From an optimization exercise on the open Yosys and OpenROAD flow, aimed at small area and a short achievable clock period; shortcuts taken in it are not production practice. Only simulation tests tie the RTL to the original design; equivalence was not proved. The clock cells of runs 4 to 8 come from the design's own scripts or RTL, not from TritonCTS. The clock port is modelled as an ideal driver, which makes a skipped or thinned clock tree look cheaper than it is; a real chip needs a root buffer or a tree. No activity file was given, so power comes from the tool's default toggle rates.

==> flow/design.v (outline; a module is shown in full before it is edited, if it fits) <==
// module matrix_alu: 2051 lines
// module fa: 4 lines
// module ha: 4 lines
// module xnor2m: 3 lines
// module or2m: 3 lines
// module ao22m: 3 lines
// module aoi21m: 3 lines
// module add8: 13 lines
module matrix_alu (
    input  wire         clk,
    input  wire         resetn,
    input  wire [31:0]  A,
    input  wire [31:0]  B,
    input  wire [1:0]   op,
    output wire [127:0] C
);
  // ...
==> flow/flow/run.sh <==
#!/bin/bash
# Own layout flow: the standard ORFS flow (standard synthesis unchanged),
# with small, fast port buffers (buf_2 instead of the default delay buffer).
set -euo pipefail
bash standard.sh BUFFER_PORTS_ARGS="-buffer_cell sky130_fd_sc_hd__buf_2" finish > orfs_flow.log 2>&1
==> flow/standard.sh <==
#!/bin/bash
# synth_recipe.tcl (not shown) runs the flow's synth.tcl, then flattens the netlist and writes it again
# the make line also repeats each setting of config.mk as NAME=value (left out here)
make -C /OpenROAD-flow-scripts/flow DESIGN_CONFIG=/design/flow/config.mk WORK_HOME=/design/flow/orfs CLKGATE_MAP_FILE= SYNTH_SCRIPT=/design/flow/synth_recipe.tcl "${@:-finish}"
==> flow/config.mk <==
export PLATFORM = sky130hd
export DESIGN_NAME = matrix_alu
export DESIGN_NICKNAME = matrix_alu
export VERILOG_FILES = /design/flow/design.v
export SDC_FILE = /design/flow/constraint.sdc
export NUM_CORES = 4
export LEC_CHECK = 0
export CAP_MARGIN = 20
export CORE_MARGIN = 2
export CORE_UTILIZATION = 40
export SETUP_SLACK_MARGIN = 1.0
export SLEW_MARGIN = 20
export SYNTH_HIERARCHICAL = 1
export SYNTH_MINIMUM_KEEP_SIZE = 0
==> flow/constraint.sdc <==
create_clock -name core_clock -period 6.5 [get_ports {clk}]
set_input_delay 1.3000 -clock core_clock [delete_from_list [all_inputs] [get_ports {clk}]]
set_output_delay 1.3000 -clock core_clock [all_outputs]
set_load 0.01 [all_outputs]
==> results.ini, run 1 <==
[cts]
ctsHtreeMaxLevel = 3
cts_resized = 68
hold_buffers = 0

[floorplan]
row_count = 68

[global_route]
antenna_found_initial = 1
grtUsageTotal = 0.3199

[sta]
post-route-period-util = 0.8469
setup_violations = 0
fin_ws_ns = 0.9950
rsz0062_at_grt = yes

[critical_path]
slowest_stage = fa_1
path_depth = 15
crit_family = adder cells

[cells_and_area]
fin_area_sq_mm = 0.01682
nNonClkInverters = 49
largest-register = t_q

[power]
p_comb_uw = 2690
p_seq_frac = 0.241
leakagePower_uw = 0.007074
total_power_uw = 4278

[placement]
place_inst = 2358
dpl.hpwl_microns = 44090

[detailed_routing]
post-route-drc-count = 0
vias = 15180
dr_wl_met2_microns = 24870

[logic_synthesis]
avgSynthCellArea_sq_um = 8.099
synth_top_area_share = 0.1630
synthDistinctLibCells = 43
yosysWarningCount = 12

[status]
status = no timing/DRC/antenna violations

==> inputs of run 2 (changes only) <==
--- a/flow/design.v
+++ b/flow/design.v
@@ -2033,35 +2033,146 @@
     assign C[79:72] = {8{kro_q}} & p12;
     assign C[71:64] = {8{kro_q}} & p13;
     assign C[63:56] = {8{kro_q}} & p20;
     assign C[55:48] = {8{kro_q}} & p21;
     assign C[47:40] = {8{kro_q}} & p30;
     assign C[39:32] = {8{kro_q}} & p31;
     wire [7:0] x0 = ({8{mul_q}} & p00) | ({8{as_q}} & a0);
     wire [7:0] y0 = ({8{mul_q}} & p12) | ({8{kro_q}} & p22) | ({8{as_q}} & b0);
-    assign C[31:24] = x0 + y0 + {7'd0, sub_q};
+    wire [7:0] rh0;
+    wire [7:0] rg0 = x0 & y0;
+    wire [8:0] rc0;
+    assign rc0[0] = sub_q;
+    xor2m u_rh0_0 (.a(x0[0]), .b(y0[0]), .y(rh0[0]));
+    assign rc0[1] = rg0[0] | (rh0[0] & rc0[0]);
+    xor2m u_rh0_1 (.a(x0[1]), .b(y0[1]), .y(rh0[1]));
+    assign rc0[2] = rg0[1] | (rh0[1] & rc0[1]);
+    xor2m u_rh0_2 (.a(x0[2]), .b(y0[2]), .y(rh0[2]));
+    assign rc0[3] = rg0[2] | (rh0[2] & rc0[2]);
+    xor2m u_rh0_3 (.a(x0[3]), .b(y0[3]), .y(rh0[3]));
+    assign rc0[4] = rg0[3] | (rh0[3] & rc0[3]);
+    xor2m u_rh0_4 (.a(x0[4]), .b(y0[4]), .y(rh0[4]));
+    assign rc0[5] = rg0[4] | (rh0[4] & rc0[4]);
+    xor2m u_rh0_5 (.a(x0[5]), .b(y0[5]), .y(rh0[5]));
+    assign rc0[6] = rg0[5] | (rh0[5] & rc0[5]);
+    xor2m u_rh0_6 (.a(x0[6]), .b(y0[6]), .y(rh0[6]));
+    assign rc0[7] = rg0[6] | (rh0[6] & rc0[6]);
+    xor2m u_rh0_7 (.a(x0[7]), .b(y0[7]), .y(rh0[7]));
+    assign rc0[8] = rg0[7] | (rh0[7] & rc0[7]);
+    xor2m u_rs0_0 (.a(rh0[0]), .b(rc0[0]), .y(C[24]));
+    xor2m u_rs0_1 (.a(rh0[1]), .b(rc0[1]), .y(C[25]));
+    xor2m u_rs0_2 (.a(rh0[2]), .b(rc0[2]), .y(C[26]));
+    xor2m u_rs0_3 (.a(rh0[3]), .b(rc0[3]), .y(C[27]));
+    xor2m u_rs0_4 (.a(rh0[4]), .b(rc0[4]), .y(C[28]));
+    xor2m u_rs0_5 (.a(rh0[5]), .b(rc0[5]), .y(C[29]));
+    xor2m u_rs0_6 (.a(rh0[6]), .b(rc0[6]), .y(C[30]));
+    xor2m u_rs0_7 (.a(rh0[7]), .b(rc0[7]), .y(C[31]));
     wire [7:0] x1 = ({8{mul_q}} & p01) | ({8{as_q}} & a1);
     wire [7:0] y1 = ({8{mul_q}} & p13) | ({8{kro_q}} & p23) | ({8{as_q}} & b1);
-    assign C[23:16] = x1 + y1 + {7'd0, sub_q};
+    wire [7:0] rh1;
+    wire [7:0] rg1 = x1 & y1;
+    wire [8:0] rc1;
+    assign rc1[0] = sub_q;
+    xor2m u_rh1_0 (.a(x1[0]), .b(y1[0]), .y(rh1[0]));
+    assign rc1[1] = rg1[0] | (rh1[0] & rc1[0]);
+    xor2m u_rh1_1 (.a(x1[1]), .b(y1[1]), .y(rh1[1]));
+    assign rc1[2] = rg1[1] | (rh1[1] & rc1[1]);
+    xor2m u_rh1_2 (.a(x1[2]), .b(y1[2]), .y(rh1[2]));
+    assign rc1[3] = rg1[2] | (rh1[2] & rc1[2]);
+    xor2m u_rh1_3 (.a(x1[3]), .b(y1[3]), .y(rh1[3]));
+    assign rc1[4] = rg1[3] | (rh1[3] & rc1[3]);
+    xor2m u_rh1_4 (.a(x1[4]), .b(y1[4]), .y(rh1[4]));
+    assign rc1[5] = rg1[4] | (rh1[4] & rc1[4]);
+    xor2m u_rh1_5 (.a(x1[5]), .b(y1[5]), .y(rh1[5]));
+    assign rc1[6] = rg1[5] | (rh1[5] & rc1[5]);
+    xor2m u_rh1_6 (.a(x1[6]), .b(y1[6]), .y(rh1[6]));
+    assign rc1[7] = rg1[6] | (rh1[6] & rc1[6]);
+    xor2m u_rh1_7 (.a(x1[7]), .b(y1[7]), .y(rh1[7]));
+    assign rc1[8] = rg1[7] | (rh1[7] & rc1[7]);
+    xor2m u_rs1_0 (.a(rh1[0]), .b(rc1[0]), .y(C[16]));
+    xor2m u_rs1_1 (.a(rh1[1]), .b(rc1[1]), .y(C[17]));
+    xor2m u_rs1_2 (.a(rh1[2]), .b(rc1[2]), .y(C[18]));
+    xor2m u_rs1_3 (.a(rh1[3]), .b(rc1[3]), .y(C[19]));
+    xor2m u_rs1_4 (.a(rh1[4]), .b(rc1[4]), .y(C[20]));
+    xor2m u_rs1_5 (.a(rh1[5]), .b(rc1[5]), .y(C[21]));
+    xor2m u_rs1_6 (.a(rh1[6]), .b(rc1[6]), .y(C[22]));
+    xor2m u_rs1_7 (.a(rh1[7]), .b(rc1[7]), .y(C[23]));
     wire [7:0] x2 = ({8{mul_q}} & p20) | ({8{as_q}} & a2);
     wire [7:0] y2 = ({8{mul_q | kro_q}} & p32) | ({8{as_q}} & b2);
-    assign C[15:8] = x2 + y2 + {7'd0, sub_q};
+    wire [7:0] rh2;
+    wire [7:0] rg2 = x2 & y2;
+    wire [8:0] rc2;
+    assign rc2[0] = sub_q;
+    xor2m u_rh2_0 (.a(x2[0]), .b(y2[0]), .y(rh2[0]));
+    assign rc2[1] = rg2[0] | (rh2[0] & rc2[0]);
+    xor2m u_rh2_1 (.a(x2[1]), .b(y2[1]), .y(rh2[1]));
+    assign rc2[2] = rg2[1] | (rh2[1] & rc2[1]);
+    xor2m u_rh2_2 (.a(x2[2]), .b(y2[2]), .y(rh2[2]));
+    assign rc2[3] = rg2[2] | (rh2[2] & rc2[2]);
+    xor2m u_rh2_3 (.a(x2[3]), .b(y2[3]), .y(rh2[3]));
+    assign rc2[4] = rg2[3] | (rh2[3] & rc2[3]);
+    xor2m u_rh2_4 (.a(x2[4]), .b(y2[4]), .y(rh2[4]));
+    assign rc2[5] = rg2[4] | (rh2[4] & rc2[4]);
+    xor2m u_rh2_5 (.a(x2[5]), .b(y2[5]), .y(rh2[5]));
+    assign rc2[6] = rg2[5] | (rh2[5] & rc2[5]);
+    xor2m u_rh2_6 (.a(x2[6]), .b(y2[6]), .y(rh2[6]));
+    assign rc2[7] = rg2[6] | (rh2[6] & rc2[6]);
+    xor2m u_rh2_7 (.a(x2[7]), .b(y2[7]), .y(rh2[7]));
+    assign rc2[8] = rg2[7] | (rh2[7] & rc2[7]);
+    xor2m u_rs2_0 (.a(rh2[0]), .b(rc2[0]), .y(C[8]));
+    xor2m u_rs2_1 (.a(rh2[1]), .b(rc2[1]), .y(C[9]));
+    xor2m u_rs2_2 (.a(rh2[2]), .b(rc2[2]), .y(C[10]));
+    xor2m u_rs2_3 (.a(rh2[3]), .b(rc2[3]), .y(C[11]));
+    xor2m u_rs2_4 (.a(rh2[4]), .b(rc2[4]), .y(C[12]));
+    xor2m u_rs2_5 (.a(rh2[5]), .b(rc2[5]), .y(C[13]));
+    xor2m u_rs2_6 (.a(rh2[6]), .b(rc2[6]), .y(C[14]));
+    xor2m u_rs2_7 (.a(rh2[7]), .b(rc2[7]), .y(C[15]));
     wire [7:0] x3 = ({8{mul_q}} & p21) | ({8{as_q}} & a3);
     wire [7:0] y3 = ({8{mul_q | kro_q}} & p33) | ({8{as_q}} & b3);
-    assign C[7:0] = x3 + y3 + {7'd0, sub_q};
+    wire [7:0] rh3;
+    wire [7:0] rg3 = x3 & y3;
+    wire [8:0] rc3;
+    assign rc3[0] = sub_q;
+    xor2m u_rh3_0 (.a(x3[0]), .b(y3[0]), .y(rh3[0]));
+    assign rc3[1] = rg3[0] | (rh3[0] & rc3[0]);
+    xor2m u_rh3_1 (.a(x3[1]), .b(y3[1]), .y(rh3[1]));
+    assign rc3[2] = rg3[1] | (rh3[1] & rc3[1]);
+    xor2m u_rh3_2 (.a(x3[2]), .b(y3[2]), .y(rh3[2]));
+    assign rc3[3] = rg3[2] | (rh3[2] & rc3[2]);
+    xor2m u_rh3_3 (.a(x3[3]), .b(y3[3]), .y(rh3[3]));
+    assign rc3[4] = rg3[3] | (rh3[3] & rc3[3]);
+    xor2m u_rh3_4 (.a(x3[4]), .b(y3[4]), .y(rh3[4]));
+    assign rc3[5] = rg3[4] | (rh3[4] & rc3[4]);
+    xor2m u_rh3_5 (.a(x3[5]), .b(y3[5]), .y(rh3[5]));
+    assign rc3[6] = rg3[5] | (rh3[5] & rc3[5]);
+    xor2m u_rh3_6 (.a(x3[6]), .b(y3[6]), .y(rh3[6]));
+    assign rc3[7] = rg3[6] | (rh3[6] & rc3[6]);
+    xor2m u_rh3_7 (.a(x3[7]), .b(y3[7]), .y(rh3[7]));
+    assign rc3[8] = rg3[7] | (rh3[7] & rc3[7]);
+    xor2m u_rs3_0 (.a(rh3[0]), .b(rc3[0]), .y(C[0]));
+    xor2m u_rs3_1 (.a(rh3[1]), .b(rc3[1]), .y(C[1]));
+    xor2m u_rs3_2 (.a(rh3[2]), .b(rc3[2]), .y(C[2]));
+    xor2m u_rs3_3 (.a(rh3[3]), .b(rc3[3]), .y(C[3]));
+    xor2m u_rs3_4 (.a(rh3[4]), .b(rc3[4]), .y(C[4]));
+    xor2m u_rs3_5 (.a(rh3[5]), .b(rc3[5]), .y(C[5]));
+    xor2m u_rs3_6 (.a(rh3[6]), .b(rc3[6]), .y(C[6]));
+    xor2m u_rs3_7 (.a(rh3[7]), .b(rc3[7]), .y(C[7]));
 endmodule
 module fa (input wire a, input wire b, input wire ci, output wire s, output wire co);
     assign s  = a ^ b ^ ci;
     assign co = (a & b) | (ci & (a ^ b));
 endmodule
 module ha (input wire a, input wire b, output wire s, output wire co);
     assign s  = a ^ b;
     assign co = a & b;
 endmodule
+module xor2m (input wire a, input wire b, output wire y);
+    assign y = a ^ b;
+endmodule
 module xnor2m (input wire a, input wire b, output wire y);
     assign y = ~(a ^ b);
 endmodule
 module or2m (input wire a, input wire b, output wire y);
     assign y = a | b;
 endmodule
 module ao22m (input wire a1, input wire a2, input wire b1, input wire b2, output wire y);
     assign y = (a1 & a2) | (b1 & b2);
==> results.ini, run 2 <==
[sta]
fin_crit_ns = 5.460
hold_viol = 0
final.setup.tns_ns = 0
rsz0062_at_grt = yes
worstMarginPinSlew_ns = 0.8678
slew_viol_final = 0
finalHoldWorstSlack_ns = 0.6982
fmax_mhz = 183.2
max-slew-margin-rel = 0.4207
post-route-period-util = 0.8400  ; -0.006951
setup_violations = 0  ; unchanged

[logic_synthesis]
synth_mux_area_frac = 0
synth_adder_area_share = 0.1665
yosys-top-cells-count = a21oi_1, a22o_1, xnor2_1, o21ai_0, nor2_1
synth_top_area_cell = a22o_1
synth-xor-area-share = 0.1470
yosysWarningCount = 12  ; unchanged
netlist_top_cells_area = a22o_1, dfxtp_1, fa_1, a21oi_1, xnor2_1
syn-num-nets = 1910
ys_seq_elements = 112
synth_top_area_share = 0.1723  ; +0.009328
ys_async_sr_fraction = 0.03571
ys_seq_area_frac = 0.1636
synth_compound_area_frac = 0.3658
synth_flop_cell = dfxtp_1
synth_top_family_by_area = compound AO/OA/AOI/OAI gates
synth_edf_count = 0
synth_area_sq_mm = 0.01382
yosys.area_share.simple = 0.1156
synthDistinctLibCells = 52  ; +21%
synth_most_common_cell = a21oi_1
synth_cells = 1718
avgSynthCellArea_sq_um = 8.047  ; -0.64%

[floorplan]
start_util = 0.4032
core_area_sq_mm = 0.03429
row_count = 68  ; unchanged
dieWidth_microns = 189.9
die_h_microns = 189.9
die_area_sq_mm = 0.03606
num_io_pins = 196

[cts]
cts-root-buf = clkbuf_16
cts_buffers = 9
cts.clk_slew.worst_paths_ns = 0.09
clk_path_buf_depth = 2
ctsHtreeMaxLevel = 3  ; unchanged
cts_tree = built
cts_sinks = 112

[power]
ir_drop_uv = 142.4
p_per_area_mw_per_mm2 = 254.1
leakagePower_uw = 0.006729  ; -4.9%

[critical_path]
crit_path_end = C[7]
worstSetupPathType = reg2out
required_ns = 5.20
cp-startpoint = d3_q[3][2]$_DFF_P_
worst-endpoint-arrival_ns = 4.16
end_kind = output port
critPathMaxFanout = 12
cp-start-kind = flop

[global_route]
grt_max_degree = 66
grt_pass1_vias = 14020
grtUsageTotal = 0.3114  ; -0.008500
gr-total-overflow = 0
grt_pass1_wl_microns = 85390
antenna_found_initial = 0  ; -1

[detailed_routing]
routedWlPerCell_microns = 24.17
post-route-drc-count = 0  ; unchanged
drt_iter0_drc = 1659
vias = 14910  ; -1.8%
drt.antenna.violating_nets = 0
vias_per_cell = 6.256
dr.pass1.iters = 6
drt-total-wl_microns = 57610

[placement]
place_congestion = 0.9548
dpl.hpwl_microns = 41780  ; -5.2%
port_buffers = 195

[cells_and_area]
area_growth_pct = 17.00
top_regs = t_q: 32 flops, a_q: 28 flops
layout-drive-gt1-share = 0.1914
diodes = 0
final_cell_mix = a21oi_1, a22o_1, buf_2
final_common_cell = a21oi_1
largest_reg_flops = 32
nets = 2115
largest-register = t_q

[status]
status = no timing/DRC/antenna violations

[hold_path]
min_path_type = in2async

[job]
maxCapViolCount = 0

run 2: cell types whose count changed in the layout (fill, tap and decap cells not counted), sizes merged, moves of 10 or more:
| cell | before | now |
|---|---|---|
| xor2 | 43 | 90 |
| ha | 48 | 24 |
| buf | 312 | 290 |
| a22o | 260 | 273 |
| inv | 55 | 42 |
| o21ai | 156 | 143 |
| xnor2 | 129 | 142 |
| xnor3 | 10 | 0 |
run 2: metal layers:
metal | global-route usage | vias to the layer above | part of all wire
li1 | - | 6621 | -
met1 | 0.4117 | 7057 | 0.40
met5 | 0 | - | 0
met3 | 0.06844 | 212 | 0.11
met2 | 0.4764 | 1019 | 0.44
met4 | 0.1616 | 0 | 0.051
run 2: worst min path at each step:
stage                      start         endpoint  slack [ns]
final                     resetn  kro_q$_DFF_PN0_        0.70
after global routing      resetn  kro_q$_DFF_PN0_        0.71
after CTS                 resetn  kro_q$_DFF_PN0_        0.69
after detailed placement  resetn  kro_q$_DFF_PN0_        1.11
after global placement    resetn  kro_q$_DFF_PN0_        1.11
after floorplan           resetn   as_q$_DFF_PN0_        1.00
run 2: worst max-delay path, stage by stage, from the launching register on:
cell and delay, ns:
dfxtp_1 0.80, o21ai_0 0.24, fa_1 0.50, or2_1 0.24, fa_1 0.44, o21ai_1 0.24, xor2_1 0.16, and4_1 0.23
a221o_1 0.33, a22o_1 0.20, xor2_1 0.22, buf_2 0.17
run 2: stage by stage:
stage | instances | utilization | setup WS [ns] | total power (uW) | area (sq um)
floorplan | 1718 | - | 1.483 | 2580 | 13820
global placement | 2355 | 0.4548 | 1.064 | 3376 | 15590
detailed placement | 2355 | 0.4548 | 1.084 | 3402 | 15590
CTS | 2371 | 0.4652 | 0.9772 | 4038 | 15950
global route | 2383 | 0.4717 | 0.9850 | 4345 | 16170
finish | 2383 | 0.4717 | 1.040 | 4109 | 16170
run 2: power by group:
part | internal (uW) | switching (uW) | total [uW]
Clock | 320 | 314 | 634
Combinational | 1100 | 1370 | 2470
Sequential | 754 | 248 | 1000
Total | 2170 | 1940 | 4110
run 2: timing repair:
item	in CTS	in global routing
hold buffers	0	0
buffers inserted	0	11
endpoints found under the hold margin	0	0
pin swaps	0	2
endpoints found under the setup margin	9	8
gates resized for setup	29	48
run 2: final cells by class:
| cell class | count | area (sq um) |
|---|---|---|
| Sequential cell | 112 | 2361 |
| Tap cell | 455 | 569.3 |
| Clock inverter | 6 | 82.58 |
| Timing Repair Buffer | 291 | 1753 |
| Multi-Input combinational cell | 1470 | 11020 |
| Clock buffer | 10 | 239.0 |
| Inverter | 39 | 151.4 |
| Fill cell | 3403 | 18110 |
run 2: cell families (layout without fill, tap and decap cells):
| group | count (synthesis) | in the layout |
|---|---|---|
| AO/OA/AOI/OAI | 758 | 758 |
| XOR/XNOR | 232 | 232 |
| adder cells (fa/ha/maj) | 124 | 124 |
| buffers and inverters | 136 | 346 |
| flip-flops | 112 | 112 |
| AND/OR/NAND/NOR | 356 | 356 |
run 2: Yosys stat by module, one instance, submodules excluded:
module / cell area (sq um) / cells / times used / flip-flops and latches
fa: 20.02 / 1 / 96 / 0
xor2m: 8.758 / 1 / 64 / 0
or2m: 6.256 / 1 / 48 / 0
matrix_alu: 8379 / 1206 / 1 / 112
ao22m: 8.758 / 1 / 256 / 0
xnor2m: 8.758 / 1 / 48 / 0
==> inputs of run 3 (changes only) <==
--- a/flow/config.mk
+++ b/flow/config.mk
@@ -10,3 +10,3 @@
 export CORE_UTILIZATION = 40
-export SETUP_SLACK_MARGIN = 1.0
+export SETUP_SLACK_MARGIN = 0.7
 export SLEW_MARGIN = 20
==> results.ini, run 3 <==
[logic_synthesis]
yosysWarningCount = 12  ; unchanged
yosys-top-cells-count = a21oi_1, a22o_1, xnor2_1, o21ai_0, nor2_1
netlist_top_cells_area = a22o_1, dfxtp_1, fa_1, a21oi_1, xnor2_1
ys_async_sr_fraction = 0.03571  ; unchanged
synth_cells = 1718  ; unchanged
synth_flop_cell = dfxtp_1
synth_edf_count = 0  ; unchanged
synth_top_area_share = 0.1723  ; unchanged
ys_seq_elements = 112  ; unchanged
ys_seq_area_frac = 0.1636  ; unchanged
synth_top_area_cell = a22o_1
synth_most_common_cell = a21oi_1
syn-num-nets = 1910  ; unchanged
synth_area_sq_mm = 0.01382  ; unchanged
avgSynthCellArea_sq_um = 8.047  ; unchanged
synthDistinctLibCells = 52  ; unchanged

[critical_path]
worst-endpoint-arrival_ns = 4.49  ; +0.33 ns
crit_path_cell_trace = o21ai_0, fa_1, or2_1, fa_1, or2_1, xor2_1, xnor2_1, xnor2_1, a22o_1, xor2_1, xor2_1, buf_2
required_ns = 5.20  ; about the same
cpMostUsedCell = xor2_1
max_stage_delay_ns = 0.87  ; +0.07 ns
crit_buf_inv = 1  ; unchanged
slowest_stage = dfxtp_1
crit_family = XOR/XNOR gates
worstSetupPathType = reg2out
critPathMaxFanout = 13  ; +1
cp-startpoint = d1_q[1][2]$_DFF_P_
path_depth = 12  ; +1
end_kind = output port
cp-start-kind = flop

[sta]
worstMarginPinSlew_ns = 0.9649  ; +0.09712 ns
fin_crit_ns = 5.786  ; +0.3265 ns
rsz0062_at_grt = yes
slew_viol_final = 0  ; unchanged
hold_viol = 0  ; unchanged
post-route-period-util = 0.8902  ; +0.05023
fmax_mhz = 172.8  ; -5.6%
final.setup.tns_ns = 0  ; unchanged
setup_violations = 0  ; unchanged
max-slew-margin-rel = 0.3558  ; -0.06484

[global_route]
grt_pass1_vias = 14000  ; -0.13%
gr-total-overflow = 0  ; unchanged
grt_max_degree = 66  ; unchanged
grt_pass1_wl_microns = 85390  ; unchanged
grtUsageTotal = 0.3114  ; about the same
antenna_found_initial = 0  ; unchanged

[hold_path]
min_path_type = in2async

[cts]
cts_tree = built
hold_buffers = 0  ; unchanged
cts.clk_slew.worst_paths_ns = 0.09  ; about the same
cts_buffers = 9  ; unchanged
cts-root-buf = clkbuf_16
ctsHtreeMaxLevel = 3  ; unchanged
cts_sinks = 112  ; unchanged
clk_path_buf_depth = 2  ; unchanged
post_cts_buffers = 0  ; unchanged

[cells_and_area]
final_common_cell = a21oi_1
diodes = 0  ; unchanged
top_regs = t_q: 32 flops, a_q: 28 flops
multi_input_area_sq_mm = 0.01099  ; -0.26%
fillers = 3429  ; +0.76%
largest_reg_flops = 32  ; unchanged
fin_area_sq_mm = 0.01596  ; -1.3%
largest-register = t_q
area_growth_pct = 15.44
nets = 2104  ; -0.52%
final_cell_mix = a21oi_1, a22o_1, buf_2
regArea_sq_mm = 0.002293  ; -2.9%
layout-drive-gt1-share = 0.1753  ; -0.01612

[power]
p_per_area_mw_per_mm2 = 255.6  ; +0.62%
ir_drop_uv = 143.0  ; +0.41%
leakagePower_uw = 0.006645  ; -1.3%

[detailed_routing]
vias_per_cell = 6.242  ; -0.23%
drt-total-wl_microns = 57390  ; -0.38%
dr.pass1.iters = 6  ; unchanged
routedWlPerCell_microns = 24.19  ; about the same
drt_iter0_drc = 1553  ; -6.4%
drt.antenna.violating_nets = 0  ; unchanged
post-route-drc-count = 0  ; unchanged
vias = 14810  ; -0.69%

[floorplan]
row_count = 68  ; unchanged
core_area_sq_mm = 0.03429  ; unchanged
die_area_sq_mm = 0.03606  ; unchanged
num_io_pins = 196  ; unchanged
start_util = 0.4032  ; unchanged
dieWidth_microns = 189.9  ; unchanged
die_h_microns = 189.9  ; unchanged

[status]
status = no timing/DRC/antenna violations

[placement]
place_area_sq_mm = 0.01559  ; unchanged
dpl.hpwl_microns = 41780  ; unchanged
port_buffers = 195  ; unchanged
place_congestion = 0.9548  ; unchanged

[job]
maxCapViolCount = 0  ; unchanged

## run 3: cell counts after synthesis
No cell type changed its count.
## run 3: path summary, 6_finish.rpt
path / endpoint / slack (ns)
max: C[7] / 0.71
min: kro_q$_DFF_PN0_ / 0.70
min in group core_clock: a_q[1][7]$_DFF_P_ / 1.03
max in group asynchronous: as_q$_DFF_PN0_ / 5.68
## run 3: where the power goes
part	leakage [uW]	internal [uW]	switching [uW]
Clock	0.000154	320	314
Sequential	0.000960	755	255
Combinational	0.00553	1080	1350
Total	0.00665	2160	1920
## run 3: through the flow
stage	util	worst slack [ns]	hold slack, ns	instances	power, uW
2_1_floorplan	-	1.483	1.004	1718	2580
3_3_place_gp	0.4548	1.064	1.106	2355	3376
3_5_place_dp	0.4548	1.084	1.109	2355	3402
4_1_cts	0.4642	0.7149	0.6942	2371	4036
5_1_grt	0.4654	0.6918	0.7108	2372	4317
6_report	0.4654	0.7137	0.6952	2372	4080
## run 3: timing repair
item	CTS	global route
gates resized for setup	3	21
hold endpoints to repair	0	0
setup endpoints to repair	2	7
## run 3: kinds of logic after synthesis
family	share of synthesized area
compound gates	0.3658
xor+xnor	0.1470
fa+ha+maj	0.1665
flops	0.1636
buf+inv	0.04145
simple gates	0.1156
## run 3: cell type report
class	instances	area share
multi-input cells	1470	0.6886
flip-flops and latches	112	0.1437
repair buffers	280	0.1024
well taps	455	0.03567
clock buffers	10	0.01497
inverters	39	0.009486
clock inverters	6	0.005174
## run 3: metal layers
layer	GRT usage	part of all wire
met5	0	0
met4	0.1625	0.049
met3	0.06844	0.11
met2	0.4757	0.44
met1	0.4120	0.41
## run 3: Yosys stat by module (local to each module, per instance)
module	cells inside	copies in the design	area, sq um
ao22m	1	256	8.758
matrix_alu	1206	1	8379
or2m	1	48	6.256
xnor2m	1	48	8.758
fa	1	96	20.02
xor2m	1	64	8.758
==> inputs of run 4 (changes only) <==
==> flow/flow/run.sh (replaced) <==
#!/bin/bash
# Own layout flow: the standard ORFS flow (standard synthesis unchanged),
# with small, fast port buffers (buf_2 instead of the default delay buffer),
# after CTS a one-level clock tree (flow/clock_tree.tcl), and clock nets
# routed on met3 and up.
set -euo pipefail
bash standard.sh BUFFER_PORTS_ARGS="-buffer_cell sky130_fd_sc_hd__buf_2" \
  POST_CTS_TCL="$PWD/flow/clock_tree.tcl" MIN_CLK_ROUTING_LAYER=met3 \
  finish > orfs_flow.log 2>&1
==> flow/flow/clock_tree.tcl (new file) <==
# POST_CTS hook: replace the clock tree that CTS built with a single level of
# buffers: the clock port drives NBUF clkbuf_16 cells, each placed at the
# centre of its group of registers and driving that group directly. Every
# register gets the same one-buffer clock path, so the tree adds less
# insertion delay than the two-level tree.
set nbuf 4
if { [info exists ::env(CLK_NBUF)] } { set nbuf $::env(CLK_NBUF) }
set block [ord::get_db_block]
set clk_port_net [[$block findBTerm clk] getNet]

# registers: every instance with a CLK pin
set sinks {}
foreach inst [$block getInsts] {
  set it [$inst findITerm CLK]
  if { $it != "NULL" && $it != "" } { lappend sinks $it }
}
# old tree: clock nets other than the port net, and the cells driving them
set old_insts {}
set old_nets {}
foreach net [$block getNets] {
  if { [$net getSigType] != "CLOCK" } { continue }
  if { $net == $clk_port_net } { continue }
  lappend old_nets $net
}
foreach net $old_nets {
  foreach it [$net getITerms] {
    set inst [$it getInst]
    if { [[$inst getMaster] getName] ne "" && [$inst findITerm CLK] == "NULL" } {
      if { [lsearch $old_insts $inst] < 0 } { lappend old_insts $inst }
    }
  }
}
foreach it [$clk_port_net getITerms] {
  set inst [$it getInst]
  if { [$inst findITerm CLK] == "NULL" && [lsearch $old_insts $inst] < 0 } { lappend old_insts $inst }
}
puts "clock_tree: [llength $sinks] registers, removing [llength $old_insts] cells and [llength $old_nets] nets"
foreach it $sinks { $it disconnect }
foreach inst $old_insts { odb::dbInst_destroy $inst }
foreach net $old_nets { odb::dbNet_destroy $net }

# group registers by x into nbuf equal slices, sorted by x then y
set pts {}
foreach it $sinks {
  set bb [[$it getInst] getBBox]
  lappend pts [list [expr {([$bb xMin] + [$bb xMax]) / 2}] [expr {([$bb yMin] + [$bb yMax]) / 2}] $it]
}
# recursive bisection: split each group in half along its wider side
proc split_groups { pts parts } {
  if { $parts <= 1 } { return [list $pts] }
  set xs {}; set ys {}
  foreach p $pts { lappend xs [lindex $p 0]; lappend ys [lindex $p 1] }
  set xs [lsort -integer $xs]; set ys [lsort -integer $ys]
  set dx [expr { [lindex $xs end] - [lindex $xs 0] }]
  set dy [expr { [lindex $ys end] - [lindex $ys 0] }]
  set idx [expr { $dx >= $dy ? 0 : 1 }]
  set pts [lsort -integer -index $idx $pts]
  set h [expr { [llength $pts] / 2 }]
  set k [expr { $parts / 2 }]
  return [concat [split_groups [lrange $pts 0 [expr {$h - 1}]] $k] \
                 [split_groups [lrange $pts $h end] $k]]
}
set groups [split_groups $pts $nbuf]
set master [[ord::get_db] findMaster sky130_fd_sc_hd__clkbuf_16]
set g 0
foreach grp $groups {
  set sx 0; set sy 0
  foreach p $grp { incr sx [lindex $p 0]; incr sy [lindex $p 1] }
  set cx [expr { $sx / [llength $grp] }]
  set cy [expr { $sy / [llength $grp] }]
  set inst [odb::dbInst_create $block $master clkbuf_one_$g]
  $inst setLocation $cx $cy
  $inst setPlacementStatus PLACED
  set net [odb::dbNet_create $block clknet_one_$g]
  $net setSigType CLOCK
  [$inst findITerm A] connect $clk_port_net
  [$inst findITerm X] connect $net
  foreach p $grp { [lindex $p 2] connect $net }
  incr g
}
detailed_placement
check_placement -verbose
estimate_parasitics -placement
global_connect
report_clock_skew
report_worst_slack
report_check_types -max_slew -max_capacitance
--- a/flow/config.mk
+++ b/flow/config.mk
@@ -9,4 +9,4 @@
 export CORE_MARGIN = 2
-export CORE_UTILIZATION = 40
-export SETUP_SLACK_MARGIN = 0.7
+export CORE_UTILIZATION = 55
+export SETUP_SLACK_MARGIN = 1.0
 export SLEW_MARGIN = 20
==> results.ini, run 4 <==
[status]
status = no timing/DRC/antenna violations

[global_route]
grt_pass1_wl_microns = 80620  ; -5.6%
grt_pass1_vias = 13880  ; -0.85%
antenna_found_initial = 0  ; unchanged
gr-total-overflow = 0  ; unchanged
grt_max_degree = 66  ; unchanged
grtUsageTotal = 0.3984  ; +0.08702

[cells_and_area]
top_regs = t_q: 32 flops, a_q: 28 flops
final_cells = 2230  ; -6.0%
final_common_cell = a21oi_1
largest-register = t_q
area_growth_pct = 12.62
nets = 2093  ; -0.52%
largest_reg_flops = 32  ; unchanged
fillers = 2292  ; -33%
fin_area_sq_mm = 0.01557  ; -2.4%
final_cell_mix = a21oi_1, a22o_1, buf_2
layout-drive-gt1-share = 0.1701  ; -0.005184

[sta]
slew_viol_final = 0  ; unchanged
fin_ws_ns = 1.121  ; +0.4077 ns
hold_viol = 0  ; unchanged
fmax_mhz = 185.9  ; +7.6%
rsz0062_at_grt = yes
final.setup.tns_ns = 0  ; unchanged
worstMarginPinSlew_ns = 0.8892  ; -0.07575 ns
post-route-period-util = 0.8275  ; -0.06272
fin_crit_ns = 5.379  ; -0.4077 ns
setup_violations = 0  ; unchanged
max-slew-margin-rel = 0.4064  ; +0.05057

[placement]
pre_cts_ws_ns = 1.080  ; -0.003670 ns
dpl.hpwl_microns = 39200  ; -6.2%
port_buffers = 195  ; unchanged
place_congestion = 0.9862  ; +3.3%
place_area_sq_mm = 0.01540  ; -1.2%
place_inst = 2224  ; -5.6%

[logic_synthesis]
ys_seq_area_frac = 0.1636  ; unchanged
ys_seq_elements = 112  ; unchanged
yosys-top-cells-count = a21oi_1, a22o_1, xnor2_1, o21ai_0, nor2_1
synth_top_area_share = 0.1723  ; unchanged
syn-num-nets = 1910  ; unchanged
synth_most_common_cell = a21oi_1
synth_top_area_cell = a22o_1
synthDistinctLibCells = 52  ; unchanged
synth_cells = 1718  ; unchanged
synth_flop_cell = dfxtp_1
ys_async_sr_fraction = 0.03571  ; unchanged
yosysWarningCount = 12  ; unchanged
netlist_top_cells_area = a22o_1, dfxtp_1, fa_1, a21oi_1, xnor2_1
synth_edf_count = 0  ; unchanged
avgSynthCellArea_sq_um = 8.047  ; unchanged
synth_area_sq_mm = 0.01382  ; unchanged

[job]
maxCapViolCount = 0  ; unchanged

[floorplan]
die_h_microns = 162.5  ; -14%
die_area_sq_mm = 0.02642  ; -27%
core_area_sq_mm = 0.02496  ; -27%
num_io_pins = 196  ; unchanged
start_util = 0.5538  ; +0.1506
dieWidth_microns = 162.5  ; -14%
row_count = 58  ; -15%

[power]
clockPowerShare = 0.082  ; -0.073
power_switching_share = 0.4763  ; +0.004715
p_comb_frac = 0.645  ; +0.048
p_seq_frac = 0.273  ; +0.025
p_sw_uw = 1771  ; -8.0%
p_per_area_mw_per_mm2 = 238.8  ; -6.6%
ir_drop_uv = 227.5  ; +59%
p_int_uw = 1947  ; -9.7%
leakagePower_uw = 0.006518  ; -1.9%

[detailed_routing]
post-route-drc-count = 0  ; unchanged
drt-total-wl_microns = 54090  ; -5.7%
dr.pass1.iters = 9  ; +3
drt.antenna.violating_nets = 0  ; unchanged
vias_per_cell = 6.680  ; +7.0%
drt_iter0_drc = 2090  ; +35%
vias = 14900  ; +0.61%
routedWlPerCell_microns = 24.26  ; +0.26%

[critical_path]
critPathMaxFanout = 27  ; +14
crit_buf_inv = 2  ; +1
crit_path_cell_trace = buf_4, a22o_1, a21oi_1, fa_1, or2_1, fa_1, or2_1, xnor2_1, xnor2_1, xnor2_1, o21ai_0, xor2_1, xor2_1, buf_2
max_stage_delay_ns = 0.51  ; -0.36 ns
cpMostUsedCell = xnor2_1
required_ns = 5.20  ; about the same
end_kind = output port
cp-start-kind = flop
crit_family = XOR/XNOR gates
worst-endpoint-arrival_ns = 4.08  ; -0.41 ns
path_depth = 14  ; +2
slowest_stage = dfxtp_1
worstSetupPathType = reg2out

[cts]
cts.clk_slew.worst_paths_ns = 0.12  ; +0.03 ns
cts_sinks = 112  ; unchanged

[hold_path]
min_path_type = in2async

run 4: cell counts after synthesis:
Identical to the previous run, type by type.
run 4: layout make-up:
type / instances / area (sq um) / share of cell area
Buffer: 4 / 100.1 / 0.006429
Timing Repair Buffer: 274 / 1602 / 0.1029
Antenna cell: 1 / 2.502 / 0.0001607
Sequential cell: 112 / 2308 / 0.1483
Tap cell: 330 / 412.9 / 0.02652
Inverter: 39 / 151.4 / 0.009724
Multi-Input combinational cell: 1470 / 10990 / 0.7060
run 4: power groups by stage:
| stage | clock (uW) | sequential (uW) | combinational (uW) |
|---|---|---|---|
| after detailed placement | 0 | 1000 | 2350 |
| after global routing | 331 | 1010 | 2600 |
| final | 305 | 1010 | 2400 |
| after global placement | 0 | 1010 | 2330 |
| after floorplan | 0 | 871 | 1710 |
run 4: kinds of logic after synthesis:
logic type	after synthesis	share of synthesized area
and+or+nand+nor	356	0.1156
adders and majority gates	124	0.1665
DFF	112	0.1636
xor gates and xnor gates	232	0.1470
AOI/OAI and AO/OA	758	0.3658
buffers and inverters	136	0.04145
run 4: per-stage QoR:
step | hold WS (ns) | util | total power (uW)
finish | 0.8944 | 0.6236 | 3717
global route | 0.8885 | 0.6235 | 3943
detailed placement | 1.114 | 0.6171 | 3359
global placement | 1.108 | 0.6171 | 3337
floorplan | 1.004 | - | 2580
run 4: worst paths after layout:
| check | start | slack (ns) | endpoint |
|---|---|---|---|
| worst min-delay path | resetn | 0.89 | sub_q$_DFF_PN0_ |
| worst max-delay path | t_q[3][0]$_DFF_P_ | 1.12 | C[15] |
| max in group asynchronous | resetn | 5.49 | as_q$_DFF_PN0_ |
| min in group core_clock | A[0] | 1.23 | t_q[3][0]$_DFF_P_ |
run 4: modules after synthesis (local to each module, per instance):
| module | flip-flops and latches | times used |
|---|---|---|
| matrix_alu | 112 | 1 |
| fa | 0 | 96 |
| ao22m | 0 | 256 |
| xnor2m | 0 | 48 |
| xor2m | 0 | 64 |
| or2m | 0 | 48 |
run 4: routing by layer:
layer,global-route usage,vias up,wire (microns)
met3,0.1082,249,6923
met1,0.5314,6970,21030
li1,-,6578,-
met5,0,-,0
met2,0.5948,1099,22890
met4,0.1999,0,3246
==> inputs of run 5 (changes only) <==
--- a/flow/flow/run.sh
+++ b/flow/flow/run.sh
@@ -3,5 +3,6 @@
 # with small, fast port buffers (buf_2 instead of the default delay buffer),
-# after CTS a one-level clock tree (flow/clock_tree.tcl), and clock nets
-# routed on met3 and up.
+# after CTS a two-level clock tree of 4 root and 8 leaf buffers
+# (flow/clock_tree.tcl), and clock nets routed on met3 and up.
 set -euo pipefail
+export CLK_NBUF=4 CLK_LEVELS=2
 bash standard.sh BUFFER_PORTS_ARGS="-buffer_cell sky130_fd_sc_hd__buf_2" \
--- a/flow/flow/clock_tree.tcl
+++ b/flow/flow/clock_tree.tcl
@@ -7,2 +7,4 @@
 if { [info exists ::env(CLK_NBUF)] } { set nbuf $::env(CLK_NBUF) }
+set levels 1
+if { [info exists ::env(CLK_LEVELS)] } { set levels $::env(CLK_LEVELS) }
 set block [ord::get_db_block]
@@ -64,2 +66,8 @@
 set master [[ord::get_db] findMaster sky130_fd_sc_hd__clkbuf_16]
+# nleaf groups of registers, each driven by a leaf buffer at its centre;
+# with two levels, the port drives nbuf buffers that each drive
+# nleaf/nbuf leaf buffers
+set nleaf [expr { $nbuf * $levels }]
+set groups [split_groups $pts $nleaf]
+set leaves {}
 set g 0
@@ -70,11 +78,29 @@
   set cy [expr { $sy / [llength $grp] }]
-  set inst [odb::dbInst_create $block $master clkbuf_one_$g]
+  set inst [odb::dbInst_create $block $master clkbuf_leaf_$g]
   $inst setLocation $cx $cy
   $inst setPlacementStatus PLACED
-  set net [odb::dbNet_create $block clknet_one_$g]
+  set net [odb::dbNet_create $block clknet_leaf_$g]
   $net setSigType CLOCK
-  [$inst findITerm A] connect $clk_port_net
   [$inst findITerm X] connect $net
   foreach p $grp { [lindex $p 2] connect $net }
+  lappend leaves [list $cx $cy $inst]
   incr g
+}
+if { $levels == 1 } {
+  foreach l $leaves { [[lindex $l 2] findITerm A] connect $clk_port_net }
+} else {
+  set g 0
+  foreach grp [split_groups $leaves $nbuf] {
+    set sx 0; set sy 0
+    foreach p $grp { incr sx [lindex $p 0]; incr sy [lindex $p 1] }
+    set inst [odb::dbInst_create $block $master clkbuf_root_$g]
+    $inst setLocation [expr { $sx / [llength $grp] }] [expr { $sy / [llength $grp] }]
+    $inst setPlacementStatus PLACED
+    set net [odb::dbNet_create $block clknet_root_$g]
+    $net setSigType CLOCK
+    [$inst findITerm A] connect $clk_port_net
+    [$inst findITerm X] connect $net
+    foreach p $grp { [[lindex $p 2] findITerm A] connect $net }
+    incr g
+  }
 }
==> results.ini, run 5 <==
[status]
status = no timing/DRC/antenna violations

[critical_path]
cp-start-kind = flop
slowest_stage = dfxtp_1
required_ns = 5.20  ; about the same
crit_path_cell_trace = o21ai_0, fa_1, or2_1, fa_1, o21ai_0, xor2_1, and4_1, a221o_1, a22o_1, xor2_1, buf_2
end_kind = output port
critPathMaxFanout = 12  ; -56%
worstSetupPathType = reg2out
crit_family = compound AO/OA/AOI/OAI gates
max_stage_delay_ns = 0.83  ; +0.32 ns
worst-endpoint-arrival_ns = 4.13  ; +0.05 ns
crit_buf_inv = 1  ; -1

[power]
leakagePower_uw = 0.006615  ; +1.5%
ir_drop_uv = 190.1  ; -16%
clockPowerShare = 0.143  ; +0.061
power_switching_share = 0.4583  ; -0.01804
p_seq_frac = 0.254  ; -0.019
p_comb_frac = 0.603  ; -0.042
p_per_area_mw_per_mm2 = 253.0  ; +5.9%
p_sw_uw = 1830  ; +3.3%
p_int_uw = 2163  ; +11%
total_power_uw = 3993  ; +7.4%

[logic_synthesis]
synth_most_common_cell = a21oi_1
avgSynthCellArea_sq_um = 8.047  ; unchanged
synth_top_area_share = 0.1723  ; unchanged
synth_area_sq_mm = 0.01382  ; unchanged
yosys-top-cells-count = a21oi_1, a22o_1, xnor2_1, o21ai_0, nor2_1
synthDistinctLibCells = 52  ; unchanged
netlist_top_cells_area = a22o_1, dfxtp_1, fa_1, a21oi_1, xnor2_1
ys_async_sr_fraction = 0.03571  ; unchanged
ys_seq_area_frac = 0.1636  ; unchanged
ys_seq_elements = 112  ; unchanged
syn-num-nets = 1910  ; unchanged
synth_cells = 1718  ; unchanged
yosysWarningCount = 12  ; unchanged
synth_edf_count = 0  ; unchanged
synth_top_area_cell = a22o_1
synth_flop_cell = dfxtp_1

[placement]
place_congestion = 0.9862  ; unchanged
dpl.hpwl_microns = 39200  ; unchanged
port_buffers = 195  ; unchanged

[detailed_routing]
routedWlPerCell_microns = 24.27  ; about the same
dr.pass1.iters = 6  ; -3
drt-total-wl_microns = 54290  ; +0.36%
post-route-drc-count = 0  ; unchanged
vias_per_cell = 6.690  ; +0.16%
vias = 14970  ; +0.47%
drt.antenna.violating_nets = 0  ; unchanged
drt_iter0_drc = 2057  ; -1.6%

[global_route]
grtUsageTotal = 0.4007  ; +0.002279
antenna_found_initial = 1  ; +1
gr-total-overflow = 0  ; unchanged
grt_max_degree = 66  ; unchanged
grt_pass1_vias = 13900  ; +0.15%
grt_pass1_wl_microns = 81010  ; +0.49%

[sta]
setup_violations = 0  ; unchanged
fmax_mhz = 184.0  ; -1.0%
fin_crit_ns = 5.434  ; +0.05517 ns
finalHoldWorstSlack_ns = 0.7922  ; -0.1022 ns
worstMarginPinSlew_ns = 1.021  ; +0.1319 ns
final.setup.tns_ns = 0  ; unchanged
slew_viol_final = 0  ; unchanged
hold_viol = 0  ; unchanged
rsz0062_at_grt = yes
post-route-period-util = 0.8360  ; +0.008488
max-slew-margin-rel = 0.3185  ; -0.08786

[cells_and_area]
final_common_cell = a21oi_1
largest_reg_flops = 32  ; unchanged
layout-drive-gt1-share = 0.1763  ; +0.006196
largest-register = t_q
final_cell_mix = a21oi_1, a22o_1, buf_2
top_regs = t_q: 32 flops, a_q: 28 flops
area_growth_pct = 14.18
nets = 2100  ; +0.33%
fillers = 2264  ; -1.2%

[floorplan]
num_io_pins = 196  ; unchanged
dieWidth_microns = 162.5  ; unchanged
core_area_sq_mm = 0.02496  ; unchanged
die_area_sq_mm = 0.02642  ; unchanged
die_h_microns = 162.5  ; unchanged
start_util = 0.5538  ; unchanged
row_count = 58  ; unchanged

[cts]
cts_sinks = 112  ; unchanged
cts.clk_slew.worst_paths_ns = 0.08  ; -0.04 ns

[hold_path]
min_path_type = in2async

[job]
maxCapViolCount = 0  ; unchanged

[run 5: cell count changes in the layout (fill, tap and decap cells not counted)]
| cell | previous run | this run |
|---|---|---|
| clkbuf_16 | 4 | 12 |
| dfxtp_1 | 79 | 75 |
| buf_4 | 76 | 73 |
| buf_6 | 0 | 3 |
| dfxtp_2 | 25 | 27 |
| dfxtp_4 | 4 | 6 |
| o21ai_0 | 133 | 131 |
| o21ai_1 | 9 | 11 |
| a21oi_1 | 277 | 276 |
| a21oi_2 | 0 | 1 |
| buf_8 | 1 | 0 |
| o221ai_1 | 11 | 10 |
| o221ai_2 | 1 | 2 |
[run 5: cell type report]
cell class                 instances  area, sq um  share of cell area
timing repair buffer             273         1598              0.1012
multi-input combinational       1470        11000              0.6970
buffer                            12        300.3             0.01902
tap                              330        412.9             0.02616
inverter                          39        151.4            0.009591
antenna                            1        2.502           0.0001585
sequential                       112         2318              0.1469
[run 5: kinds of logic after synthesis]
group,count (synthesis),share of synthesized area
flops,112,0.1636
simple gates,356,0.1156
buf+inv,136,0.04145
fa+ha+maj,124,0.1665
xor+xnor,232,0.1470
compound gates,758,0.3658
[run 5: stage by stage]
step	utilization	std cells	area (sq um)	worst slack, ns
floorplan	-	1718	13820	1.483
global placement	0.6171	2224	15400	1.165
detailed placement	0.6171	2224	15400	1.080
global route	0.6322	2236	15780	0.9861
finish	0.6323	2237	15790	1.066
[run 5: worst max-delay path by stage]
stage	from	endpoint	slack, ns	cells after the start
finish	d3_q[1][2]$_DFF_P_	C[7]	1.07	11
global route	d3_q[2][1]$_DFF_P_	C[31]	0.99	15
detailed placement	d1_q[3][1]$_DFF_P_	C[7]	1.08	12
global placement	d1_q[3][1]$_DFF_P_	C[7]	1.16	12
floorplan	t_q[2][0]$_DFF_P_	C[7]	1.48	12
[run 5: per-module statistics from Yosys, one instance, submodules excluded]
module | times used | flip-flops and latches
ao22m | 256 | 0
fa | 96 | 0
matrix_alu | 1 | 112
or2m | 48 | 0
xnor2m | 48 | 0
xor2m | 64 | 0
[run 5: power by group through the flow]
stage / clock network [uW] / registers (uW) / logic, uW
2_1_floorplan: 0 / 871 / 1710
3_3_place_gp: 0 / 1010 / 2330
3_5_place_dp: 0 / 1000 / 2350
5_1_grt: 605 / 1010 / 2610
6_report: 572 / 1010 / 2410
[run 5: routing by layer]
layer / part of all wire / GRT usage / vias to the layer above
met5: 0 / 0 / -
met4: 0.058 / 0.2128 / 0
met3: 0.13 / 0.1164 / 228
met2: 0.43 / 0.5925 / 1111
met1: 0.39 / 0.5297 / 7038
li1: - / - / 6589
==> inputs of run 6 (changes only) <==
--- a/flow/config.mk
+++ b/flow/config.mk
@@ -9,3 +9,3 @@
 export CORE_MARGIN = 2
-export CORE_UTILIZATION = 55
+export CORE_UTILIZATION = 65
 export SETUP_SLACK_MARGIN = 1.0
==> results.ini, run 6 <==
[power]
ir_drop_uv = 191.0  ; +0.48%
leakagePower_uw = 0.006616  ; about the same
p_per_area_mw_per_mm2 = 257.5  ; +1.8%
total_power_uw = 4045  ; +1.3%

[detailed_routing]
drt-total-wl_microns = 54800  ; +0.95%
vias_per_cell = 7.154  ; +6.9%
routedWlPerCell_microns = 25.09  ; +3.4%
drt.antenna.violating_nets = 0  ; unchanged
drt_iter0_drc = 2713  ; +32%
dr.pass1.iters = 8  ; +2
vias = 15620  ; +4.4%
post-route-drc-count = 0  ; unchanged

[logic_synthesis]
synth_most_common_cell = a21oi_1
synth_top_area_cell = a22o_1
ys_async_sr_fraction = 0.03571  ; unchanged
syn-num-nets = 1910  ; unchanged
synth_area_sq_mm = 0.01382  ; unchanged
synthDistinctLibCells = 52  ; unchanged
netlist_top_cells_area = a22o_1, dfxtp_1, fa_1, a21oi_1, xnor2_1
synth_flop_cell = dfxtp_1
synth_top_area_share = 0.1723  ; unchanged
synth_cells = 1718  ; unchanged
ys_seq_area_frac = 0.1636  ; unchanged
yosysWarningCount = 12  ; unchanged
avgSynthCellArea_sq_um = 8.047  ; unchanged
yosys-top-cells-count = a21oi_1, a22o_1, xnor2_1, o21ai_0, nor2_1
ys_seq_elements = 112  ; unchanged
synth_edf_count = 0  ; unchanged

[floorplan]
die_area_sq_mm = 0.02245  ; -15%
core_area_sq_mm = 0.02096  ; -16%
row_count = 53  ; -8.6%
num_io_pins = 196  ; unchanged
die_h_microns = 149.8  ; -7.8%
start_util = 0.6597  ; +0.1059
dieWidth_microns = 149.8  ; -7.8%

[cts]
cts.clk_slew.worst_paths_ns = 0.08  ; about the same
cts_sinks = 112  ; unchanged

[global_route]
grt_max_degree = 66  ; unchanged
antenna_found_initial = 1  ; unchanged
grt_pass1_vias = 14990  ; +7.8%
grtUsageTotal = 0.4755  ; +0.07485
grt_pass1_wl_microns = 82210  ; +1.5%
gr-total-overflow = 0  ; unchanged

[placement]
port_buffers = 195  ; unchanged
dpl.hpwl_microns = 38280  ; -2.3%
place_congestion = 1.019  ; +3.4%

[sta]
fin_crit_ns = 5.421  ; -0.01250 ns
fmax_mhz = 184.5  ; +0.23%
worstMarginPinSlew_ns = 1.041  ; +0.01994 ns
post-route-period-util = 0.8341  ; -0.001923
hold_viol = 0  ; unchanged
rsz0062_at_grt = yes
final.setup.tns_ns = 0  ; unchanged
setup_violations = 0  ; unchanged
slew_viol_final = 0  ; unchanged
max-slew-margin-rel = 0.3052  ; -0.01331

[cells_and_area]
area_growth_pct = 13.60
fillers = 1680  ; -26%
nets = 2102  ; +0.095%
final_util = 0.7495  ; +0.1171
top_regs = t_q: 32 flops, a_q: 28 flops
final_common_cell = a21oi_1
layout-drive-gt1-share = 0.1771  ; +0.0008634
largest-register = t_q
largest_reg_flops = 32  ; unchanged
final_cell_mix = a21oi_1, a22o_1, buf_2

[critical_path]
worst-endpoint-arrival_ns = 4.12  ; about the same
required_ns = 5.20  ; about the same
cp-start-kind = flop
end_kind = output port
critPathMaxFanout = 13  ; +1
worstSetupPathType = reg2out

[hold_path]
min_path_type = in2async

[job]
maxCapViolCount = 0  ; unchanged

[status]
status = no timing/DRC/antenna violations

## run 6: stage by stage
stage	hold slack, ns	std cells	instance area, sq um	setup WS [ns]
finish	0.7968	2184	15710	1.079
global placement	1.105	2171	15330	1.192
floorplan	1.004	1718	13820	1.483
detailed placement	1.111	2171	15330	1.113
global route	0.8081	2183	15700	0.9824
## run 6: path summary, 6_finish.rpt
path	startpoint	endpoint	slack (ns)	cells past startpoint
worst min-delay path	resetn	kro_q$_DFF_PN0_	0.80	1
worst max-delay path	d2_q[2][1]$_DFF_P_	C[15]	1.08	14
max in group asynchronous	resetn	as_q$_DFF_PN0_	5.58	1
min in group core_clock	A[31]	a_q[0][7]$_DFF_P_	1.12	1
## run 6: final cells by class
class	instances	area (sq um)	area share
diodes	1	2.502	0.0001593
multi-input cells	1470	11000	0.7006
repair buffers	275	1580	0.1006
inverters	39	151.4	0.009640
plain buffers	12	300.3	0.01912
flip-flops and latches	112	2323	0.1479
well taps	275	344.1	0.02191
## run 6: per-module statistics from Yosys, one instance, submodules excluded
module | cell area (sq um) | flops+latches
ao22m | 8.758 | 0
fa | 20.02 | 0
matrix_alu | 8379 | 112
or2m | 6.256 | 0
xnor2m | 8.758 | 0
xor2m | 8.758 | 0
## run 6: power breakdown
| group | leakage (uW) | switching (uW) | total (uW) | internal, uW |
|---|---|---|---|---|
| Clock | 0.000148 | 248 | 575 | 328 |
| Combinational | 0.00550 | 1360 | 2450 | 1080 |
| Sequential | 0.000965 | 268 | 1020 | 756 |
## run 6: kinds of logic (layout without fill, tap and decap cells)
kind of cell / Yosys count / after routing / share of synthesized area
buffers and inverters: 136 / 326 / 0.04145
AOI/OAI and AO/OA: 758 / 758 / 0.3658
DFF: 112 / 112 / 0.1636
and+or+nand+nor: 356 / 356 / 0.1156
xor gates and xnor gates: 232 / 232 / 0.1470
other: 0 / 1 / 0
adders and majority gates: 124 / 124 / 0.1665
## run 6: worst max-delay path, cell delays in order (launching register included)
cell and delay, ns:
dfxtp_1 0.60, buf_4 0.30, a22o_1 0.15, a21oi_1 0.06, fa_1 0.52, or2_1 0.24
fa_1 0.39, or2_1 0.25, xnor2_1 0.16, xnor2_1 0.15, xnor2_1 0.08, o21ai_0 0.38
xor2_1 0.24, xor2_1 0.17, buf_2 0.15
## run 6: metal layers
layer	routed length (microns)	global-route usage	part of all wire
met5	100	0.04773	0.0018
met4	4300	0.3028	0.078
met3	8814	0.1683	0.16
met2	22780	0.6943	0.42
met1	18810	0.5919	0.34
==> inputs of run 7 (changes only) <==
==> flow/flow/run.sh (replaced) <==
#!/bin/bash
# Own layout flow: the standard ORFS flow (standard synthesis unchanged),
# with small, fast port buffers (buf_2 instead of the default delay buffer),
# after CTS a one-level clock tree (flow/clock_tree.tcl), and clock nets
# routed on met3 and up.
set -euo pipefail
bash standard.sh BUFFER_PORTS_ARGS="-buffer_cell sky130_fd_sc_hd__buf_2" \
  POST_CTS_TCL="$PWD/flow/clock_tree.tcl" MIN_CLK_ROUTING_LAYER=met3 \
  finish > orfs_flow.log 2>&1
==> results.ini, run 7 <==
[critical_path]
worst-endpoint-arrival_ns = 4.08  ; -0.04 ns
cp-startpoint = d3_q[0][0]$_DFF_P_
cp-start-kind = flop
path_depth = 12  ; -2
critPathMaxFanout = 8  ; -5
end_kind = output port
crit_path_cell_trace = a21oi_1, or2_1, fa_1, or2_1, fa_1, o21ai_0, xor2_1, or3_1, o21ai_0, a31oi_1, xor2_1, buf_2
slowest_stage = dfxtp_1
worstSetupPathType = reg2out
required_ns = 5.20  ; about the same
crit_family = simple AND/OR/NAND/NOR gates
max_stage_delay_ns = 0.81  ; +0.21 ns
crit_buf_inv = 1  ; -1

[global_route]
grt_pass1_wl_microns = 81310  ; -1.1%
antenna_found_initial = 2  ; +1
grt_max_degree = 66  ; unchanged
grt_pass1_vias = 14810  ; -1.2%
grtUsageTotal = 0.4704  ; -0.005099
gr-total-overflow = 0  ; unchanged

[sta]
setup_violations = 0  ; unchanged
max-slew-margin-rel = 0.3127  ; +0.007433
slew_viol_final = 0  ; unchanged
rsz0062_at_grt = yes
fmax_mhz = 186.0  ; +0.83%
fin_crit_ns = 5.377  ; -0.04477 ns
worstMarginPinSlew_ns = 1.030  ; -0.01114 ns
hold_viol = 0  ; unchanged
final.setup.tns_ns = 0  ; unchanged
post-route-period-util = 0.8272  ; -0.006888

[logic_synthesis]
synth_adder_area_share = 0.1665  ; unchanged
synth_mux_area_frac = 0  ; unchanged
syn-num-nets = 1910  ; unchanged
synth_area_sq_mm = 0.01382  ; unchanged
synthDistinctLibCells = 52  ; unchanged
synth_most_common_cell = a21oi_1
synth_top_area_cell = a22o_1
netlist_top_cells_area = a22o_1, dfxtp_1, fa_1, a21oi_1, xnor2_1
synth-xor-area-share = 0.1470  ; unchanged
yosys-top-cells-count = a21oi_1, a22o_1, xnor2_1, o21ai_0, nor2_1
synth_flop_cell = dfxtp_1
ys_seq_area_frac = 0.1636  ; unchanged
yosys.area_share.simple = 0.1156  ; unchanged
synth_edf_count = 0  ; unchanged
synth_cells = 1718  ; unchanged
avgSynthCellArea_sq_um = 8.047  ; unchanged
synth_top_family_by_area = compound AO/OA/AOI/OAI gates
synth_compound_area_frac = 0.3658  ; unchanged
ys_async_sr_fraction = 0.03571  ; unchanged
ys_seq_elements = 112  ; unchanged
synth_top_area_share = 0.1723  ; unchanged
yosysWarningCount = 12  ; unchanged

[cells_and_area]
fillers = 1714  ; +2.0%
nets = 2094  ; -0.38%
largest_reg_flops = 32  ; unchanged
final_cells = 2177  ; -0.32%
final_common_cell = a21oi_1
top_regs = t_q: 32 flops, a_q: 28 flops
area_growth_pct = 11.98
largest-register = t_q
layout-drive-gt1-share = 0.1721  ; -0.005044
final_cell_mix = a21oi_1, a22o_1, buf_2

[floorplan]
row_count = 53  ; unchanged
start_util = 0.6597  ; unchanged
core_area_sq_mm = 0.02096  ; unchanged
num_io_pins = 196  ; unchanged
die_area_sq_mm = 0.02245  ; unchanged
die_h_microns = 149.8  ; unchanged
dieWidth_microns = 149.8  ; unchanged

[detailed_routing]
routedWlPerCell_microns = 24.81  ; -1.1%
drt_iter0_drc = 2627  ; -3.2%
vias_per_cell = 7.088  ; -0.92%
drt.antenna.violating_nets = 0  ; unchanged
drt-total-wl_microns = 54010  ; -1.5%
post-route-drc-count = 0  ; unchanged
dr.pass1.iters = 8  ; unchanged
vias = 15430  ; -1.2%

[placement]
place_congestion = 1.019  ; unchanged
place_inst = 2171  ; unchanged
port_buffers = 195  ; unchanged
dpl.hpwl_microns = 38280  ; unchanged

[power]
power_switching_share = 0.4805  ; +0.01622
p_comb_frac = 0.648  ; +0.043
clockPowerShare = 0.080  ; -0.062
p_seq_frac = 0.272  ; +0.019
leakagePower_uw = 0.006513  ; -1.5%
p_sw_uw = 1805  ; -3.8%
p_int_uw = 1952  ; -9.9%
ir_drop_uv = 258.0  ; +35%
p_per_area_mw_per_mm2 = 242.7  ; -5.7%

[hold_path]
min_path_type = in2async

[cts]
cts_sinks = 112  ; unchanged
cts.clk_slew.worst_paths_ns = 0.12  ; +0.04 ns

[status]
status = no timing/DRC/antenna violations

[job]
maxCapViolCount = 0  ; unchanged

## run 7: cell types whose count changed in the layout (fill, tap and decap cells not counted), sizes merged
cell	before	now
diode	1	2
clkbuf	12	4
## run 7: per-module statistics from Yosys, one instance, submodules excluded
module | flops+latches | cells inside | copies in the design
ao22m | 0 | 1 | 256
fa | 0 | 1 | 96
matrix_alu | 112 | 1206 | 1
or2m | 0 | 1 | 48
xnor2m | 0 | 1 | 48
xor2m | 0 | 1 | 64
## run 7: final timing paths
path,to
setup / recovery,C[15]
hold / removal,sub_q$_DFF_PN0_
max in group asynchronous,as_q$_DFF_PN0_
min in group core_clock,a_q[0][7]$_DFF_P_
## run 7: area by class of cell
type | instances | area (sq um) | area share
multi-input combinational | 1470 | 11000 | 0.7104
sequential | 112 | 2306 | 0.1490
timing repair buffer | 275 | 1577 | 0.1018
tap | 275 | 344.1 | 0.02223
inverter | 39 | 151.4 | 0.009779
buffer | 4 | 100.1 | 0.006466
antenna | 2 | 5.005 | 0.0003233
## run 7: logic make-up (layout without fill, tap and decap cells)
family | Yosys count | in the layout
compound gates | 758 | 758
simple gates | 356 | 356
xor+xnor | 232 | 232
buf+inv | 136 | 318
fa+ha+maj | 124 | 124
flops | 112 | 112
other cells | 0 | 2
## run 7: metal layers
layer	track usage	vias up	part of all wire
met4	0.2882	2	0.071
met1	0.5909	7075	0.35
met5	0.01591	-	0.00083
li1	-	6576	-
met2	0.6872	1371	0.42
met3	0.1692	406	0.16
## run 7: power by group through the flow
| stage | Combinational (uW) | Sequential, uW | Clock, uW |
|---|---|---|---|
| after floorplan | 1710 | 871 | 0 |
| after global placement | 2300 | 1000 | 0 |
| after detailed placement | 2350 | 1000 | 0 |
| after global routing | 2620 | 1010 | 314 |
| final | 2440 | 1020 | 300 |
## run 7: stage by stage
step                utilization  hold WS [ns]  setup slack [ns]  total power, uW  instance area, sq um
detailed placement       0.7314         1.111             1.113             3354                 15330
global route             0.7387        0.9004            0.9934             3947                 15480
finish                   0.7388        0.8980             1.123             3758                 15480
floorplan                     -         1.004             1.483             2580                 13820
global placement         0.7314         1.105             1.192             3298                 15330
==> inputs of run 8 (changes only) <==
--- a/flow/config.mk
+++ b/flow/config.mk
@@ -10,3 +10,3 @@
 export CORE_UTILIZATION = 65
-export SETUP_SLACK_MARGIN = 1.0
+export SETUP_SLACK_MARGIN = 1.2
 export SLEW_MARGIN = 20
==> results.ini, run 8 <==
[status]
status = no timing/DRC/antenna violations

[placement]
port_buffers = 195  ; unchanged
place_inst = 2171  ; unchanged
place_congestion = 1.019  ; unchanged

[critical_path]
required_ns = 5.20  ; about the same
worstSetupPathType = reg2out
max_stage_delay_ns = 0.48  ; -0.33 ns
crit_path_cell_trace = buf_4, a22o_1, a21oi_1, fa_1, or2_1, fa_1, or2_1, xnor2_1, xnor2_1, xnor2_1, o21ai_0, xor2_1, xor2_1, buf_2
cp-startpoint = d2_q[2][1]$_DFF_P_
slowest_stage = fa_1
crit_family = adder cells
end_kind = output port
cp-start-kind = flop
worst-endpoint-arrival_ns = 3.88  ; -0.20 ns

[detailed_routing]
drt.antenna.violating_nets = 0  ; unchanged
post-route-drc-count = 0  ; unchanged
dr.pass1.iters = 9  ; +1
drt-total-wl_microns = 54560  ; +1.0%
drt_iter0_drc = 2844  ; +8.3%
vias_per_cell = 7.110  ; +0.32%
vias = 15540  ; +0.69%
routedWlPerCell_microns = 24.97  ; +0.65%

[sta]
max-slew-margin-rel = 0.2996  ; -0.01306
hold_viol = 0  ; unchanged
rsz0062_at_grt = yes
post-route-period-util = 0.7974  ; -0.02980
fin_crit_ns = 5.183  ; -0.1937 ns
setup_violations = 0  ; unchanged
worstMarginPinSlew_ns = 1.049  ; +0.01956 ns
final.setup.tns_ns = 0  ; unchanged

[logic_synthesis]
yosysWarningCount = 12  ; unchanged
synth_mux_area_frac = 0  ; unchanged
yosys-top-cells-count = a21oi_1, a22o_1, xnor2_1, o21ai_0, nor2_1
synth_most_common_cell = a21oi_1
synth_cells = 1718  ; unchanged
yosys.area_share.simple = 0.1156  ; unchanged
ys_seq_elements = 112  ; unchanged
avgSynthCellArea_sq_um = 8.047  ; unchanged
synth-xor-area-share = 0.1470  ; unchanged
synth_adder_area_share = 0.1665  ; unchanged
synth_top_area_cell = a22o_1
synth_compound_area_frac = 0.3658  ; unchanged
ys_async_sr_fraction = 0.03571  ; unchanged
netlist_top_cells_area = a22o_1, dfxtp_1, fa_1, a21oi_1, xnor2_1

[floorplan]
die_h_microns = 149.8  ; unchanged
die_area_sq_mm = 0.02245  ; unchanged
start_util = 0.6597  ; unchanged
dieWidth_microns = 149.8  ; unchanged
num_io_pins = 196  ; unchanged
row_count = 53  ; unchanged
core_area_sq_mm = 0.02096  ; unchanged

[cells_and_area]
final_cell_mix = a21oi_1, a22o_1, buf_2
layout-drive-gt1-share = 0.1865  ; +0.01438
largest-register = t_q
final_cells = 2185  ; +0.37%
top_regs = t_q: 32 flops, a_q: 28 flops
final_common_cell = a21oi_1

[hold_path]
min_path_type = in2async

[global_route]
gr-total-overflow = 0  ; unchanged
grt_pass1_wl_microns = 81720  ; +0.50%
grt_pass1_vias = 14860  ; +0.34%
grt_max_degree = 66  ; unchanged

[power]
p_sw_uw = 1813  ; +0.43%
clockPowerShare = 0.078  ; -0.002
p_int_uw = 1974  ; +1.1%
power_switching_share = 0.4788  ; -0.001706
p_seq_frac = 0.269  ; -0.003
ir_drop_uv = 252.7  ; -2.1%

[cts]
cts_sinks = 112  ; unchanged
cts.clk_slew.worst_paths_ns = 0.12  ; about the same

[job]
maxCapViolCount = 0  ; unchanged

## run 8: cell count changes in the layout (fill, tap and decap cells not counted), sizes merged
cell,delta
diode,-1
clkbuf,+1
buf,+8
## run 8: power groups by stage
stage,Combinational (uW),Sequential (uW),Clock [uW]
floorplan,1710,871,0
global route,2660,1010,316
global placement,2300,1000,0
detailed placement,2350,1000,0
finish,2470,1020,296
## run 8: final timing paths
kind	end	slack, ns	cells after the start
setup / recovery	C[15]	1.32	14
hold / removal	sub_q$_DFF_PN0_	0.90	1
max in group asynchronous	as_q$_DFF_PN0_	5.48	1
min in group core_clock	a_q[0][7]$_DFF_P_	1.23	1
## run 8: layer usage
| metal | GRT usage | share of wire |
|---|---|---|
| met3 | 0.1561 | 0.15 |
| met1 | 0.5994 | 0.35 |
| met2 | 0.6938 | 0.42 |
| met4 | 0.2906 | 0.073 |
| met5 | 0 | 0 |
## run 8: area by class of cell
type                    count  area, sq um
inverters                  39        151.4
multi-input cells        1470        11030
flip-flops and latches    112         2371
fillers                  1677         5250
plain buffers               4        100.1
diodes                      1        2.502
well taps                 275        344.1
repair buffers            284         1708
## run 8: kinds of logic after synthesis
| kind of cell | after synthesis |
|---|---|
| adder cells (fa/ha/maj) | 124 |
| XOR/XNOR | 232 |
| AO/OA/AOI/OAI | 758 |
| AND/OR/NAND/NOR | 356 |
| flip-flops | 112 |
| buffers and inverters | 136 |
## run 8: per-stage QoR
| stage | hold slack [ns] | total power [uW] | area [sq um] | setup WS (ns) | utilization |
|---|---|---|---|---|---|
| 6_report | 0.8995 | 3787 | 15710 | 1.317 | 0.7495 |
| 2_1_floorplan | 1.004 | 2580 | 13820 | 1.483 | - |
| 3_3_place_gp | 1.105 | 3298 | 15330 | 1.192 | 0.7314 |
| 3_5_place_dp | 1.111 | 3354 | 15330 | 1.113 | 0.7314 |
| 5_1_grt | 0.9009 | 3983 | 15700 | 1.195 | 0.7493 |
## run 8: modules after synthesis (local to each module, per instance)
module / copies in the design / cells inside / cell area (sq um) / flops+latches
matrix_alu: 1 / 1206 / 8379 / 112
fa: 96 / 1 / 20.02 / 0
ao22m: 256 / 1 / 8.758 / 0
xnor2m: 48 / 1 / 8.758 / 0
xor2m: 64 / 1 / 8.758 / 0
or2m: 48 / 1 / 6.256 / 0
